Background: an optimization exercise with open tools, aiming at small area. Do not read the settings as production practice.
In this exercise RTL edits were held to simulation tests only and were not proved equivalent to the original.
No activity file was given, so power comes from the tool's default toggle rates.

$ cat flow/run.sh
#!/bin/bash
# synth_recipe.tcl (not shown) runs the flow's synth.tcl, then flattens the netlist and writes it again
# the make line also repeats each setting of config.mk as NAME=value (left out here)
make -C /OpenROAD-flow-scripts/flow DESIGN_CONFIG=/design/flow/config.mk WORK_HOME=/design/flow/orfs CLKGATE_MAP_FILE= SYNTH_SCRIPT=/design/flow/synth_recipe.tcl finish
$ cat flow/config.mk
export PLATFORM = sky130hd
export DESIGN_NAME = Snake
export DESIGN_NICKNAME = Snake
export VERILOG_FILES = /design/flow/design.v
export SDC_FILE = /design/flow/constraint.sdc
export NUM_CORES = 4
export LEC_CHECK = 0
export CAP_MARGIN = 20
export CORE_MARGIN = 2
export CORE_UTILIZATION = 40
export SLEW_MARGIN = 20
$ cat flow/constraint.sdc
create_clock -name core_clock -period 12.0 [get_ports {clk}]
set_input_delay 2.4000 -clock core_clock [delete_from_list [all_inputs] [get_ports {clk}]]
set_output_delay 2.4000 -clock core_clock [all_outputs]
set_load 0.01 [all_outputs]
$ cat flow/design.v
`timescale 1ns / 1ps
module Snake(input up, input down, input left, input right, input reset, input clk,
output reg B, output reg R, output VS, output HS, output reg G, output [3:0] AN, output [6:0] seven,
input speed1, input speed2, input level1, input level2);
wire [10:0] hcount, vcount;	 
wire blank;	 
wire snakehead;	 
wire food;
reg obstacle1, obstacle2, obstacle3, obstacle4;
wire [15:0] BCDcode;  
wire [3:0] smallbin;  
wire [15:0] scorewire;
wire clk1khz;  
reg snakesegment1, snakesegment2, snakesegment3, snakesegment4, snakesegment5, snakesegment6, snakesegment7, snakesegment8, snakesegment9, snakesegment10, snakesegment11, snakesegment12, snakesegment13, snakesegment14, snakesegment15, snakesegment16, snakesegment17, snakesegment18, snakesegment19, snakesegment20, snakesegment21, snakesegment22, snakesegment23, snakesegment24, snakesegment25;
reg letter1, letter2, letter3, letter4, letter5, letter6, letter7, letter8, letter9, letter10, letter11, letter12, letter13, letter14, letter15, letter16, letter17, letter18, letter19, letter20, letter21, letter22, letter23, letter24;
reg [15:0] score;
reg [15:0] sc;  
reg [10:0] foodx, foody; 
reg [15:0]foodxcount, foodycount;
reg [1:0] level;
reg [10:0] x, y, x1, y1, x2, y2, x3, y3, x4, y4, x5, y5, x6, y6, x7, y7, x8, y8, x9, y9, x10, y10, x11, y11, x12, y12, x13, y13, x14, y14, x15, y15, x16, y16, x17, y17, x18, y18, x19, y19, x20, y20, x21, y21, x22, y22, x23, y23, x24, y24, x25, y25;
reg [10:0] hx, hy;  
reg slow_clk, slow_clk_d;  
wire move_en;
reg [4:0] state, next_state;
reg d_up, d_down, d_left, d_right;  
reg lose; 
parameter S_IDLE = 0;  
parameter S_UP = 1;  
parameter S_DOWN = 2;  
parameter S_LEFT = 4;  
parameter S_RIGHT = 8;  
assign scorewire = score;
clk1khz clock(clk, reset, clk1khz);
BCD bro(scorewire,BCDcode);
sevenalternate brah(BCDcode, smallbin, AN, clk1khz, clk, reset);
binarytoseven broo(smallbin, seven);
reg [18:0] slow_count;
reg [18:0] slow_next;
always @ (posedge clk) begin
if (reset == 1'b1) begin
slow_count <= 19'd0;
slow_clk <= 1'b0;
slow_clk_d <= 1'b0;
end
else begin
slow_next = slow_count + 1'b1;
slow_count <= slow_next;
case ({speed1,speed2})
2'd0: slow_clk <= slow_next[18];
2'd1: slow_clk <= slow_next[17];
2'd2: slow_clk <= slow_next[16];
default: slow_clk <= slow_next[15];
endcase
slow_clk_d <= slow_clk;
end
level <= {level1,level2};
end
assign move_en = slow_clk & ~slow_clk_d;
always @ (posedge clk)begin
sc = score;
if (reset == 1'b1) begin  
d_up <=0; d_down<=0; d_left<=0; d_right <=0;
foodxcount = 16'd400;
foodycount = 16'd400;
foodx <= foodxcount[10:0];
foody <= foodycount[10:0];
sc = 1'b0;
lose=1'b0;
state <= 5'd0;
snakesegment1 = 1'b0;
snakesegment2 = 1'b0;
snakesegment3 = 1'b0;
snakesegment4 = 1'b0;
snakesegment5 = 1'b0;
snakesegment6 = 1'b0;
snakesegment7 = 1'b0;
snakesegment8 = 1'b0;
snakesegment9 = 1'b0;
snakesegment10 = 1'b0;
snakesegment11 = 1'b0;
snakesegment12 = 1'b0;
snakesegment13 = 1'b0;
snakesegment14 = 1'b0;
snakesegment15 = 1'b0;
snakesegment16 = 1'b0;
snakesegment17 = 1'b0;
snakesegment18 = 1'b0;
snakesegment19 = 1'b0;
snakesegment20 = 1'b0;
snakesegment21 = 1'b0;
snakesegment22 = 1'b0;
snakesegment23 = 1'b0;
snakesegment24 = 1'b0;
snakesegment25 = 1'b0;
letter1 = 1'b0;
letter2 = 1'b0;
letter3 = 1'b0;
letter4 = 1'b0;
letter5 = 1'b0;
letter6 = 1'b0;
letter7 = 1'b0;
letter8 = 1'b0;
letter9 = 1'b0;
letter10 = 1'b0;
letter11 = 1'b0;
letter12 = 1'b0;
letter13 = 1'b0;
letter14 = 1'b0;
letter15 = 1'b0;
letter16 = 1'b0;
letter17 = 1'b0;
letter18 = 1'b0;
letter19 = 1'b0;
letter20 = 1'b0;
letter21 = 1'b0;
letter22 = 1'b0;
letter23 = 1'b0;
letter24 = 1'b0;
obstacle1 = 1'b0; obstacle2 = 1'b0; obstacle3 = 1'b0; obstacle4 = 1'b0;
end
else if (lose==1'b1)begin  
d_up <=0; d_down<=0; d_left<=0; d_right <=0;
state<=next_state;
	letter1 = ~blank & (hcount >=210 & hcount <= 220 &vcount >= 180 & vcount <= 280);
	letter2 = ~blank & (hcount >=210 & hcount <= 240 &vcount >= 270 & vcount <= 280);
	letter3 = ~blank & (hcount >=250 & hcount <= 280 &vcount >= 180 & vcount <= 190);
	letter4 = ~blank & (hcount >=270 & hcount <= 280 &vcount >= 180 & vcount <= 280);
	letter5 = ~blank & (hcount >=250 & hcount <= 280 &vcount >= 270 & vcount <= 280);
	letter6 = ~blank & (hcount >=250 & hcount <= 260 &vcount >= 180 & vcount <= 280);
	letter7 = ~blank & (hcount >=290 & hcount <= 320 &vcount >= 180 & vcount <= 190);
	letter8 = ~blank & (hcount >=290 & hcount <= 300 &vcount >= 180 & vcount <= 230);
	letter9 = ~blank & (hcount >=290 & hcount <= 320 &vcount >= 225 & vcount <= 235);
	letter10 = ~blank & (hcount >=310 & hcount <= 320 &vcount >= 230 & vcount <= 280);
	letter11 = ~blank & (hcount >=290 & hcount <= 320 &vcount >= 270 & vcount <= 280);
	letter12 = ~blank & (hcount >=330 & hcount <= 360 &vcount >= 180 & vcount <= 190);
	letter13 = ~blank & (hcount >=330 & hcount <= 340 &vcount >= 180 & vcount <= 280);
	letter14 = ~blank & (hcount >=330 & hcount <= 360 &vcount >= 225 & vcount <= 235);
	letter15 = ~blank & (hcount >=330 & hcount <= 360 &vcount >= 270 & vcount <= 280);
	letter16 = ~blank & (hcount >=370 & hcount <= 425 &vcount >= 180 & vcount <= 190);
	letter17 = ~blank & (hcount >=415 & hcount <= 425 &vcount >= 180 & vcount <= 230);
	letter18 = ~blank & (hcount >=370 & hcount <= 425 &vcount >= 225 & vcount <= 235);
	letter19 = ~blank & (hcount >=370 & hcount <= 380 &vcount >= 180 & vcount <= 280);
	letter20 = ~blank & (hcount >=380 & hcount <= 390  &vcount >= 235  & vcount <= 245);
	letter21 = ~blank & (hcount >=390 & hcount <= 400  &vcount >= 245  & vcount <= 255);
	letter22 = ~blank & (hcount >=400 & hcount <= 410  &vcount >= 255  & vcount <= 265);
	letter23 = ~blank & (hcount >=410 & hcount <= 420  &vcount >= 265  & vcount <= 275);
	letter24 = ~blank & (hcount >=415 & hcount <= 425  &vcount >= 270  & vcount <= 280);
end
else begin
foodxcount = (foodxcount + 5'd20)%10'd600;
foodycount = (foodycount + 5'd20)%9'd420;
if (up==1'b1 && d_down == 1'b0) begin
d_up <=1; d_down<=0; d_left<=0; d_right <=0; 
state <= next_state;
end
else if (down==1'b1 && d_up== 1'b0) begin
d_up <=0; d_down<=1; d_left<=0; d_right <=0;
state <= next_state;
end
else if (left==1'b1 && d_right==1'b0) begin
d_up <=0; d_down<=0; d_left<=1; d_right <=0;
state <= next_state;
end
else if (right==1'b1 && d_left==1'b0) begin
d_up <=0; d_down<=0; d_left<=0; d_right <=1;
state <= next_state;
end
end
	if (sc > 0)
	snakesegment1 = ~blank & (hcount >=x1+1 & hcount <= x1 + 19 &vcount >= y1+1 & vcount <= y1+19);
	if (sc > 1)
	snakesegment2 = ~blank & (hcount >=x2+1 & hcount <= x2 + 19 &vcount >= y2+1 & vcount <= y2+19);
	if (sc > 2)
	snakesegment3 = ~blank & (hcount >=x3+1 & hcount <= x3 + 19 &vcount >= y3+1 & vcount <= y3+19);
	if (sc > 3)
	snakesegment4 = ~blank & (hcount >=x4+1 & hcount <= x4 + 19 &vcount >= y4+1 & vcount <= y4+19);
	if (sc > 4)
	snakesegment5 = ~blank & (hcount >=x5+1 & hcount <= x5 + 19 &vcount >= y5+1 & vcount <= y5+19);
	if (sc > 5)
	snakesegment6 = ~blank & (hcount >=x6+1 & hcount <= x6 + 19 &vcount >= y6+1 & vcount <= y6+19);
	if (sc > 6)
	snakesegment7 = ~blank & (hcount >=x7+1 & hcount <= x7 + 19 &vcount >= y7+1 & vcount <= y7+19);
	if (sc > 7)
	snakesegment8 = ~blank & (hcount >=x8+1 & hcount <= x8 + 19 &vcount >= y8+1 & vcount <= y8+19);
	if (sc > 8)
	snakesegment9 = ~blank & (hcount >=x9+1 & hcount <= x9 + 19 &vcount >= y9+1 & vcount <= y9+19);
	if (sc > 9)
	snakesegment10 = ~blank & (hcount >=x10+1 & hcount <= x10 + 19 &vcount >= y10+1 & vcount <= y10+19);
	if (sc > 10)
	snakesegment11 = ~blank & (hcount >=x11+1 & hcount <= x11 + 19 &vcount >= y11+1 & vcount <= y11+19);
	if (sc > 11)
	snakesegment12 = ~blank & (hcount >=x12+1 & hcount <= x12 + 19 &vcount >= y12+1 & vcount <= y12+19);
	if (sc > 12)
	snakesegment13 = ~blank & (hcount >=x13+1 & hcount <= x13 + 19 &vcount >= y13+1 & vcount <= y13+19);
	if (sc > 13)
	snakesegment14 = ~blank & (hcount >=x14+1 & hcount <= x14 + 19 &vcount >= y14+1 & vcount <= y14+19);
	if (sc > 14)
	snakesegment15 = ~blank & (hcount >=x15+1 & hcount <= x15 + 19 &vcount >= y15+1 & vcount <= y15+19);
	if (sc > 15)
	snakesegment16 = ~blank & (hcount >=x16+1 & hcount <= x16 + 19 &vcount >= y16+1 & vcount <= y16+19);
	if (sc > 16)
	snakesegment17 = ~blank & (hcount >=x17+1 & hcount <= x17 + 19 &vcount >= y17+1 & vcount <= y17+19);
	if (sc > 17)
	snakesegment18 = ~blank & (hcount >=x18+1 & hcount <= x18 + 19 &vcount >= y18+1 & vcount <= y18+19);
	if (sc > 18)
	snakesegment19 = ~blank & (hcount >=x19+1 & hcount <= x19 + 19 &vcount >= y19+1 & vcount <= y19+19);
	if (sc > 19)
	snakesegment20 = ~blank & (hcount >=x20+1 & hcount <= x20 + 19 &vcount >= y20+1 & vcount <= y20+19);
	if (sc > 20)
	snakesegment21 = ~blank & (hcount >=x21+1 & hcount <= x21 + 19 &vcount >= y21+1 & vcount <= y21+19);
	if (sc > 21)
	snakesegment22 = ~blank & (hcount >=x22+1 & hcount <= x22 + 19 &vcount >= y22+1 & vcount <= y22+19);
	if (sc > 22)
	snakesegment23 = ~blank & (hcount >=x23+1 & hcount <= x23 + 19 &vcount >= y23+1 & vcount <= y23+19);
	if (sc > 23)
	snakesegment24 = ~blank & (hcount >=x24+1 & hcount <= x24 + 19 &vcount >= y24+1 & vcount <= y24+19);
	if (sc > 24)
	snakesegment25 = ~blank & (hcount >=x25+1 & hcount <= x25 + 19 &vcount >= y25+1 & vcount <= y25+19);
	if (level == 2'd1)
	begin
	obstacle1= ~blank & (hcount >= 1 & hcount <= 639 & vcount >= 1 & vcount <= 19);
	obstacle2= ~blank & (hcount >= 1 & hcount <= 639 & vcount >= 461 & vcount <= 479);
	obstacle3= ~blank & (hcount >= 1 & hcount <= 19 & vcount >= 1 & vcount <= 479);
	obstacle4= ~blank & (hcount >= 621 & hcount <= 639 & vcount >= 1 & vcount <= 479);
	end
	else if (level == 2'd2)
	begin
	obstacle1= ~blank & (hcount >= 221 & hcount <= 419 & vcount >= 61 & vcount <= 79);
	obstacle2= ~blank & (hcount >= 521 & hcount <= 539 & vcount >= 161 & vcount <= 319);
	obstacle3= ~blank & (hcount >= 221 & hcount <= 419 & vcount >= 401 & vcount <= 419);
	obstacle4= ~blank & (hcount >= 101 & hcount <= 119 & vcount >= 161 & vcount <= 319);
	end
	else if (level == 2'd3)
	begin
	obstacle1= ~blank & (hcount >= 161 & hcount <= 479 & vcount >= 81 & vcount <= 99);
	obstacle2= ~blank & (hcount >= 161 & hcount <= 479 & vcount >= 181 & vcount <= 199);
	obstacle3= ~blank & (hcount >= 161 & hcount <= 479 & vcount >= 281 & vcount <= 299);
	obstacle4= ~blank & (hcount >= 161 & hcount <= 479 & vcount >= 381 & vcount <= 399);
	end
	else
	begin
	obstacle1 = 1'b0; obstacle2 = 1'b0; obstacle3 = 1'b0; obstacle4 = 1'b0;
	end
		if((snakehead && snakesegment2) ||
(snakehead && snakesegment3) ||
(snakehead && snakesegment4) ||
(snakehead && snakesegment5) ||
(snakehead && snakesegment6) ||
(snakehead && snakesegment7) ||
(snakehead && snakesegment8) ||
(snakehead && snakesegment9) ||
(snakehead && snakesegment10) ||
(snakehead && snakesegment11) ||
(snakehead && snakesegment12) ||
(snakehead && snakesegment13) ||
(snakehead && snakesegment14) ||
(snakehead && snakesegment15) ||
(snakehead && snakesegment16) ||
(snakehead && snakesegment17) ||
(snakehead && snakesegment18) ||
(snakehead && snakesegment19) ||
(snakehead && snakesegment20) ||
(snakehead && snakesegment21) ||
(snakehead && snakesegment22) ||
(snakehead && snakesegment23) ||
(snakehead && snakesegment24) ||
(snakehead && snakesegment25) ||
(snakehead && obstacle1) ||
(snakehead && obstacle2) ||
(snakehead && obstacle3) ||
(snakehead && obstacle4)) begin
		lose=1'b1;
		end
			if (snakehead && food) begin	 
			sc=sc+1'd1;
			foodx <= foodxcount[10:0];
			foody <= foodycount[10:0];
			end
			if ((food && obstacle1) ||
(food && obstacle2) ||
(food && obstacle3) ||
(food && obstacle4) ||
(food && snakesegment1) ||
(food && snakesegment2) ||
(food && snakesegment3) ||
(food && snakesegment4) ||
(food && snakesegment5) ||
(food && snakesegment6) ||
(food && snakesegment7) ||
(food && snakesegment8) ||
(food && snakesegment9) ||
(food && snakesegment10) ||
(food && snakesegment11) ||
(food && snakesegment12) ||
(food && snakesegment13) ||
(food && snakesegment14) ||
(food && snakesegment15) ||
(food && snakesegment16) ||
(food && snakesegment17) ||
(food && snakesegment18) ||
(food && snakesegment19) ||
(food && snakesegment20) ||
(food && snakesegment21) ||
(food && snakesegment22) ||
(food && snakesegment23) ||
(food && snakesegment24) ||
(food && snakesegment25)) begin
			foodx <= foodxcount[10:0];
			foody <= foodycount[10:0];
			end
			score <= sc;
		B <= food;
		G <= snakehead || snakesegment1 || snakesegment2 || snakesegment3 || snakesegment4 || snakesegment5 || snakesegment6 || snakesegment7 || snakesegment8 || snakesegment9 || snakesegment10 || snakesegment11 || snakesegment12 || snakesegment13 || snakesegment14 || snakesegment15 || snakesegment16 || snakesegment17 || snakesegment18 || snakesegment19 || snakesegment20 || snakesegment21 || snakesegment22 || snakesegment23 || snakesegment24 || snakesegment25;
		R <= obstacle1|| obstacle2|| obstacle3|| obstacle4||
		letter1|| letter2|| letter3|| letter4|| letter5|| letter6|| letter7|| letter8|| letter9|| letter10|| letter11|| letter12|| letter13|| letter14|| letter15|| letter16|| letter17|| letter18|| letter19|| letter20|| letter21|| letter22|| letter23|| letter24;
end
always @(posedge clk) begin
if (reset == 1'b1) begin  
x25 <= 11'd300; y25 <= 11'd0; x24 <= 11'd280; y24 <= 11'd0; x23 <= 11'd260; y23 <= 11'd0; x22 <= 11'd240; y22 <= 11'd0; x21 <= 11'd220; y21 <= 11'd0; x20 <= 11'd200; y20 <= 11'd0; x19 <= 11'd180; y19 <= 11'd0; x18 <= 11'd160; y18 <= 11'd0; x17 <= 11'd140; y17 <= 11'd0; x16 <= 11'd120; y16 <= 11'd0; x15 <= 11'd100; y15 <= 11'd0; x14 <= 11'd80; y14 <= 11'd0; x13 <= 11'd60; y13 <= 11'd0; x12 <= 11'd40; y12 <= 11'd0; x11 <= 11'd20; y11 <= 11'd0; x10 <= 11'd0; y10 <= 11'd0; x9 <= 11'd0; y9 <= 11'd20; x8 <= 11'd0; y8 <= 11'd40; x7 <= 11'd0; y7 <= 11'd60; x6 <= 11'd0; y6 <= 11'd80; x5 <= 11'd0; y5 <= 11'd100; x4 <= 11'd20; y4 <= 11'd100; x3 <= 11'd40; y3 <= 11'd100; x2 <= 11'd60; y2 <= 11'd100; x1 <= 11'd80; y1 <= 11'd100; x <= 11'd100; y <= 11'd100;
next_state <= 5'd0;
end
else if (move_en) begin
hx = x; hy = y;
case (hx)   
11'd640: hx = 11'd0;  
-11'd20: hx = 11'd640;  
default: ;
endcase
case (hy)  
11'd460: hy = 11'd0;  
-11'd20: hy = 11'd460;  
default: ;
endcase
if (state == S_UP || state == S_DOWN || state == S_LEFT || state == S_RIGHT) begin
x25 <= x24; y25 <= y24; x24 <= x23; y24 <= y23; x23 <= x22; y23 <= y22; x22 <= x21; y22 <= y21; x21 <= x20; y21 <= y20; x20 <= x19; y20 <= y19; x19 <= x18; y19 <= y18; x18 <= x17; y18 <= y17; x17 <= x16; y17 <= y16; x16 <= x15; y16 <= y15; x15 <= x14; y15 <= y14; x14 <= x13; y14 <= y13; x13 <= x12; y13 <= y12; x12 <= x11; y12 <= y11; x11 <= x10; y11 <= y10; x10 <= x9; y10 <= y9; x9 <= x8; y9 <= y8; x8 <= x7; y8 <= y7; x7 <= x6; y7 <= y6; x6 <= x5; y6 <= y5; x5 <= x4; y5 <= y4; x4 <= x3; y4 <= y3; x3 <= x2; y3 <= y2; x2 <= x1; y2 <= y1;
x1 <= hx; y1 <= hy;
end
case (state)  
S_UP: hy = hy - 11'd20;  
S_DOWN: hy = hy + 11'd20;  
S_LEFT: hx = hx - 11'd20;  
S_RIGHT: hx = hx + 11'd20;  
default: ;  
endcase
x <= hx; y <= hy;
next_state <= {1'b0, d_right , d_left, d_down, d_up};
end
end
		vga_controller_640_60 vc(
		.pixel_clk(clk), 
		.reset(reset),
		.HS(HS), 
		.VS(VS), 
		.hcounter(hcount), 
		.vcounter(vcount), 
		.blank(blank));
	assign snakehead = ~blank & (hcount >= x & hcount <= x+20 & vcount >= y & vcount <= y+20);
	assign food= ~blank & (hcount >=foodx + 5 & hcount <= foodx + 15 &vcount >= foody + 5 & vcount <= foody + 15);
	endmodule
module BCD (input [15:0] binary, output reg [15:0] BCDcode);
	reg [3:0] Thousands;
	reg [3:0] Hundreds;
	reg [3:0] Tens;
	reg [3:0] Ones;
integer i;
always @ (binary)
begin
	Thousands = 4'd0;
	Hundreds = 4'd0;
	Tens = 4'd0;
	Ones = 4'd0;
	for (i=10; i>=0; i = i-1)
	begin
		if (Thousands >= 5)
			Thousands = Thousands +3;
		if (Hundreds >= 5)
			Hundreds = Hundreds + 3;
		if (Tens >= 5)
			Tens = Tens + 3;
		if (Ones >= 5)
			Ones = Ones + 3;
			Thousands = Thousands << 1;
			Thousands[0] = Hundreds[3];
			Hundreds = Hundreds << 1;
			Hundreds[0] = Tens[3];
			Tens = Tens << 1;
			Tens[0] = Ones[3];
			Ones = Ones << 1;
			Ones[0] = binary[i];
		end
		BCDcode = {Thousands, Hundreds, Tens, Ones};
	end
endmodule
module binarytoseven(bin, seven);
	input [3:0] bin; 
	output reg [6:0] seven;
	always @ (*)
		case (bin)
		4'b0000: seven= 7'b1000000;
		4'b0001: seven= 7'b1111001;
		4'b0010: seven= 7'b0100100;
		4'b0011: seven= 7'b0110000;
		4'b0100: seven= 7'b0011001;
		4'b0101: seven= 7'b0010010;
		4'b0110: seven= 7'b0000010;
		4'b0111: seven= 7'b1111000;
		4'b1000: seven= 7'b0000000;
		4'b1001: seven= 7'b0010000;
		4'b1010: seven= 7'b0001000;
		4'b1011: seven= 7'b0000011;
		4'b1100: seven= 7'b1000110;
		4'b1101: seven= 7'b0100001;
		4'b1110: seven= 7'b0000110;
		4'b1111: seven= 7'b0001110;
		default: seven= 7'b1111111;
		endcase
endmodule
module sevenalternate(bigbin, smallbin, AN, clk1khz, clk, reset);
input [15:0] bigbin;
output reg [3:0] smallbin;
output reg [3:0] AN;
input clk1khz; 
input clk;
input reset;
reg [1:0] count; 
reg clk1khz_d;
always @(posedge clk) begin
	if (reset) begin
		AN <= 4'b0000;
		smallbin <= 4'b0000;
		count <= 2'b00;
		clk1khz_d <= 1'b0;
	end
	else begin
		clk1khz_d <= clk1khz;
		if (clk1khz & ~clk1khz_d) begin
			case (count)
			2'b00: begin 
				AN<=4'b1110;
				smallbin <= bigbin[3:0];
			end
			2'b01: begin 
				AN<=4'b1101;
				smallbin<=bigbin[7:4];
			end
			2'b10: begin 
				AN<=4'b1011;
				smallbin<=bigbin[11:8];
			end
			default: begin 
				AN<=4'b0111;
				smallbin<=bigbin[15:12];
			end
			endcase
			count <= count+1'b1;
		end
	end
end
endmodule
module clk1khz(clk, reset, oclk);
input clk;
input reset;
output reg oclk;
reg [15:0] count;  
always @ (posedge clk) begin
 if (reset) begin
  count <= 16'd0;
  oclk <= 1'b0;
 end
 else begin
  count<=count+ 1'b1;
  if (count >= 16'b1100001101010000)  
	oclk<=1'b1;
  else
	oclk<=1'b0;
 end
end
endmodule
module vga_controller_640_60 (pixel_clk,reset,HS,VS,hcounter,vcounter,blank);
	input pixel_clk;	 
	input reset;
	output reg HS, VS;
	output reg blank;	 
	output reg [10:0] hcounter, vcounter;	 
	parameter HMAX = 800; 	 
	parameter VMAX = 525; 	 
	parameter HLINES = 640;	 
	parameter HFP = 648; 	 
	parameter HSP = 744; 	 
	parameter VLINES = 480;	 
	parameter VFP = 482; 	 
	parameter VSP = 484; 	 
	parameter SPP = 0;		 
	wire video_enable;	 
	always@(posedge pixel_clk)begin
		if (reset) blank <= 1'b0;
		else blank <= ~video_enable; 
	end
	always@(posedge pixel_clk)begin
		if (reset) hcounter <= 0;
		else if(hcounter == HMAX) hcounter <= 0;
		else hcounter <= hcounter + 1'b1;
	end
	always@(posedge pixel_clk)begin
		if (reset) vcounter <= 0;
		else if(hcounter == HMAX) begin
			if(vcounter == VMAX) vcounter <= 0;
			else vcounter <= vcounter + 1'b1; 
		end
	end
	always@(posedge pixel_clk)begin
		if (reset) HS <= ~SPP;
		else if(hcounter >= HFP && hcounter < HSP) HS <= SPP;
		else HS <= ~SPP; 
	end
	always@(posedge pixel_clk)begin
		if (reset) VS <= ~SPP;
		else if(vcounter >= VFP && vcounter < VSP) VS <= SPP;
		else VS <= ~SPP; 
	end
	assign video_enable = (hcounter < HLINES && vcounter < VLINES) ? 1'b1 : 1'b0;
endmodule
==> run notes <==
sequential cells by signal (all words and copies together), names as in the netlist, 16 cells and up:
name and count:
slow_count 19, foodycount 16, foodxcount 16, clock.count 16
score 16
critical path, delay by kind of cell, from the launching register on:
family / cells / cell delay (ps)
XOR/XNOR: 7 / 1680
flip-flops: 1 / 450
AND/OR/NAND/NOR: 8 / 940
buffers and inverters: 2 / 390
multiplexers: 2 / 610
AO/OA/AOI/OAI: 10 / 3210
adder cells (fa/ha/maj): 8 / 2130
worst max path at each step:
stage | to | slack (ps) | cells past startpoint
finish | seven[3]$_DFF_P_ | 2440 | 37
global route | seven[3]$_DFF_P_ | 1430 | 37
CTS | seven[3]$_DFF_P_ | 2550 | 37
detailed placement | foody[3]$_DFFE_PP_ | 2590 | 24
global placement | foody[3]$_DFFE_PP_ | 2860 | 24
floorplan | seven[3]$_DFF_P_ | 3820 | 38
routing by layer:
layer / vias up / GRT usage
met5: - / 0
met4: 6 / 0.0537
met3: 304 / 0.0254
met2: 1598 / 0.366
met1: 35290 / 0.311
li1: 36640 / -
through the flow:
step / instances / area (µm²) / setup WS (ps) / util / hold slack (ps)
final: 13025 / 86400 / 2440 / 0.427 / 429
after detailed placement: 12839 / 82800 / 2590 / 0.409 / 420
after CTS: 13021 / 86300 / 2550 / 0.427 / 435
after global routing: 13023 / 86400 / 1430 / 0.427 / 459
after global placement: 12839 / 82700 / 2860 / 0.409 / 411
after floorplan: 10800 / 81300 / 3820 / - / 398
where the power goes:
group / leakage (nW) / switching, mW / total (mW) / internal (mW)
combinational: 26.0 / 0.850 / 1.33 / 0.478
clock: 1.73 / 1.33 / 3.28 / 1.95
sequential: 6.42 / 0.0971 / 2.76 / 2.66
total: 34.1 / 2.28 / 7.36 / 5.08
layout make-up:
| type | instances | area, µm² | area share |
|---|---|---|---|
| Inverter | 279 | 1050 | 0.0122 |
| Tap cell | 2672 | 3340 | 0.0387 |
| Clock buffer | 125 | 2750 | 0.0318 |
| Clock inverter | 57 | 841 | 0.00973 |
| Timing Repair Buffer | 99 | 873 | 0.0101 |
| Sequential cell | 790 | 16100 | 0.187 |
| Multi-Input combinational cell | 9000 | 61400 | 0.711 |
| Antenna cell | 3 | 7.51 | 0.0000869 |
Yosys cell counts, types with 15 or more instances:
library cell | n | area, µm²
o221ai_1 | 15 | 131
and3_1 | 133 | 832
clkbuf_1 | 676 | 2540
xor2_1 | 672 | 5890
a2111oi_0 | 18 | 158
inv_1 | 275 | 1030
nand2_1 | 1673 | 6280
nor4_1 | 38 | 238
dfxtp_1 | 768 | 15400
a221oi_1 | 17 | 149
nand3_1 | 527 | 2640
ha_1 | 1317 | 16500
a22o_1 | 22 | 193
nand4_1 | 217 | 1360
and2_1 | 33 | 206
buf_1 | 20 | 75.1
buf_2 | 15 | 75.1
o21bai_1 | 17 | 128
or3_1 | 26 | 163
o22ai_1 | 39 | 244
o2111ai_1 | 15 | 131
a32o_1 | 20 | 200
mux2i_1 | 48 | 480
nor3_1 | 171 | 856
a21boi_0 | 19 | 143
a21oi_1 | 930 | 4650
xnor2_1 | 444 | 3890
nor2b_1 | 319 | 2000
o31ai_1 | 48 | 360
edfxtp_1 | 22 | 661
nand2b_1 | 314 | 1960
a211oi_1 | 50 | 375
o21ai_0 | 469 | 2350
a31oi_1 | 64 | 400
a21o_1 | 172 | 1290
and4_1 | 20 | 175
o211ai_1 | 25 | 188
or2_2 | 22 | 138
a22oi_1 | 22 | 165
nor2_1 | 588 | 2210
o21a_1 | 194 | 1460
cells by family (layout without fill, tap and decap cells):
family	count (synthesis)	count (layout)	synth area share
AO/OA/AOI/OAI	2349	2349	0.181
XOR/XNOR	1120	1120	0.121
adder cells (fa/ha/maj)	1323	1323	0.204
buffers and inverters	1010	560	0.0480
flip-flops	790	790	0.197
multiplexers	58	58	0.00757
other	0	3	0
AND/OR/NAND/NOR	4150	4150	0.242
==> impl_metrics.py <==
metrics = {
    "global_route": {
        "antenna_found_initial": 5,
        "grt-ovfl-total": 0,
        "grt_pass1_wl_um": 383000,
        "grt_max_degree": 222,
        "grt_pass1_vias": 70625,
        "grt_usage": 0.223,
    },
    "yosys": {
        "synth-seq-area-share": 0.197,
        "yosys_warnings": 6,
        "synthFlopType": "dfxtp_1",
        "ys_ff_latch": 790,
        "async_reset_ff_frac": 0,
        "syn_nets": 12129,
        "mappedNetlistArea_um2": 81300,
        "syn_inst": 10800,
        "synth_edf_count": 22,
        "avgSynthCellArea_um2": 7.53,
        "synth.distinct_cells": 125,
    },
    "min_path": {
        "hp-start": "slow_count[0]$_SDFF_PP0_",
        "hold_path_class": "reg2reg",
        "min_to": "slow_count[0]$_SDFF_PP0_",
        "whs_path_depth": 1,
    },
    "die": {
        "core_area_um2": 202000,
        "dieHeight_um": 455,
        "fp-row-count": 165,
        "num_io_pins": 26,
        "dieArea_um2": 207000,
        "start_util": 0.402,
        "fp.dieW_um": 455,
    },
    "setup_path": {
        "crit_arrival_ps": 10180,
        "reg2regPathDepth": 37,
        "worstPathMaxFanout": 8,
        "max_stage_delay_ps": 670,
        "reg2reg_slack_ps": 2440,
        "cp-end-kind": "flop",
        "crit_required_ps": 12620,
        "slowest_stage": "o31ai_1",
        "cp_common_cell": "ha_1",
        "worstSetupStartpointType": "flop",
        "critical_path_class": "reg2reg",
        "r2r-start": "score[9]$_DFF_P_",
        "reg2reg_to": "seven[3]$_DFF_P_",
        "cp-startpoint": "score[9]$_DFF_P_",
    },
    "placement": {
        "portBuffers": 25,
        "dp_hpwl_um": 170000,
        "gp_congestion": 0.897,
    },
    "route": {
        "met2_length_um": 106000,
        "wl_met1_um": 114000,
        "first_pass_iters": 6,
        "dr_wl_met3_um": 10800,
        "drc": 0,
        "wl_per_cell_um": 18.2,
        "drtIter0Drc": 5254,
        "num_vias": 73838,
        "ant_nets": 0,
        "top_layer": "met5",
        "viasPerCell": 5.67,
        "wl_um": 237000,
    },
    "cts": {
        "numCtsBuffers": 99,
        "clkTransAtPathRegs_ps": 60,
        "cts_tree": "built",
        "root_buffer": "clkbuf_16",
        "cts_resized": 0,
        "clock_path_buffers": 3,
        "htree_levels": 3,
        "cts_sinks": 790,
        "cts_setup_buffers": 0,
        "cts_hold_buf": 0,
        "worstSkewPairLatency_ps": 750,
    },
    "sta": {
        "slew_viol_final": 0,
        "grt_setup_unrepaired": "false",
        "clock.fmax_ghz": 0.105,
        "fin_crit_sh": 0.797,
        "timing.final.crit_period_ps": 9560,
        "relSlewSlack": 0.198,
        "finalHoldViolCount": 0,
        "finalSetupTns_ps": 0,
        "skew_ps": 56.4,
        "worst_pin_slew_ps": 1190,
        "setup_viol_count_final": 0,
    },
    "power_and_ir_drop": {
        "power_mw": 7.36,
        "vdd_drop_max_uv": 105,
        "p_leak_nw": 34.1,
        "powerDensity_nw_per_um2": 85.2,
    },
    "finish": {
        "final_cell_mix": "nand2_1, ha_1, a21oi_1",
        "drive_gt1_frac": 0.0373,
        "syn_to_final_growth_pct": 6.27,
        "layout_commonest_cell": "nand2_1",
        "fill_cells": 20363,
        "nNetsFinal": 11598,
    },
    "job": {
        "drv_cap": 0,
    },
    "status": {
        "status": "finished clean",
    },
}

==> re-timing with driven ports <==
The flow's constraints put no driver on any port. The routed layout listed below was extracted and timed again, unchanged, in two steps. Step 1 assumes that a clkbuf_16 drives the clock port and a buf_2 every other input. Step 2 also shifts input and output timing later by t, the mid clock arrival at the registers, as if the neighbouring blocks saw the same clock. Slacks: ideal / step 1 / step 2; pairs: ideal / step 1.
shift t [ns]: 0.817
slack for setup (ns): 2.437 / 2.437 / 2.437
worst setup path at the end: register to register
clock arrival spread, ns: 0.081 / 0.080
worst data-port slew with drivers (ns): 0.06
After both steps this run still meets setup and hold. For this run, drivers alone change the setup slack by 0.000 ns; drivers and shift together by 0.000 ns.
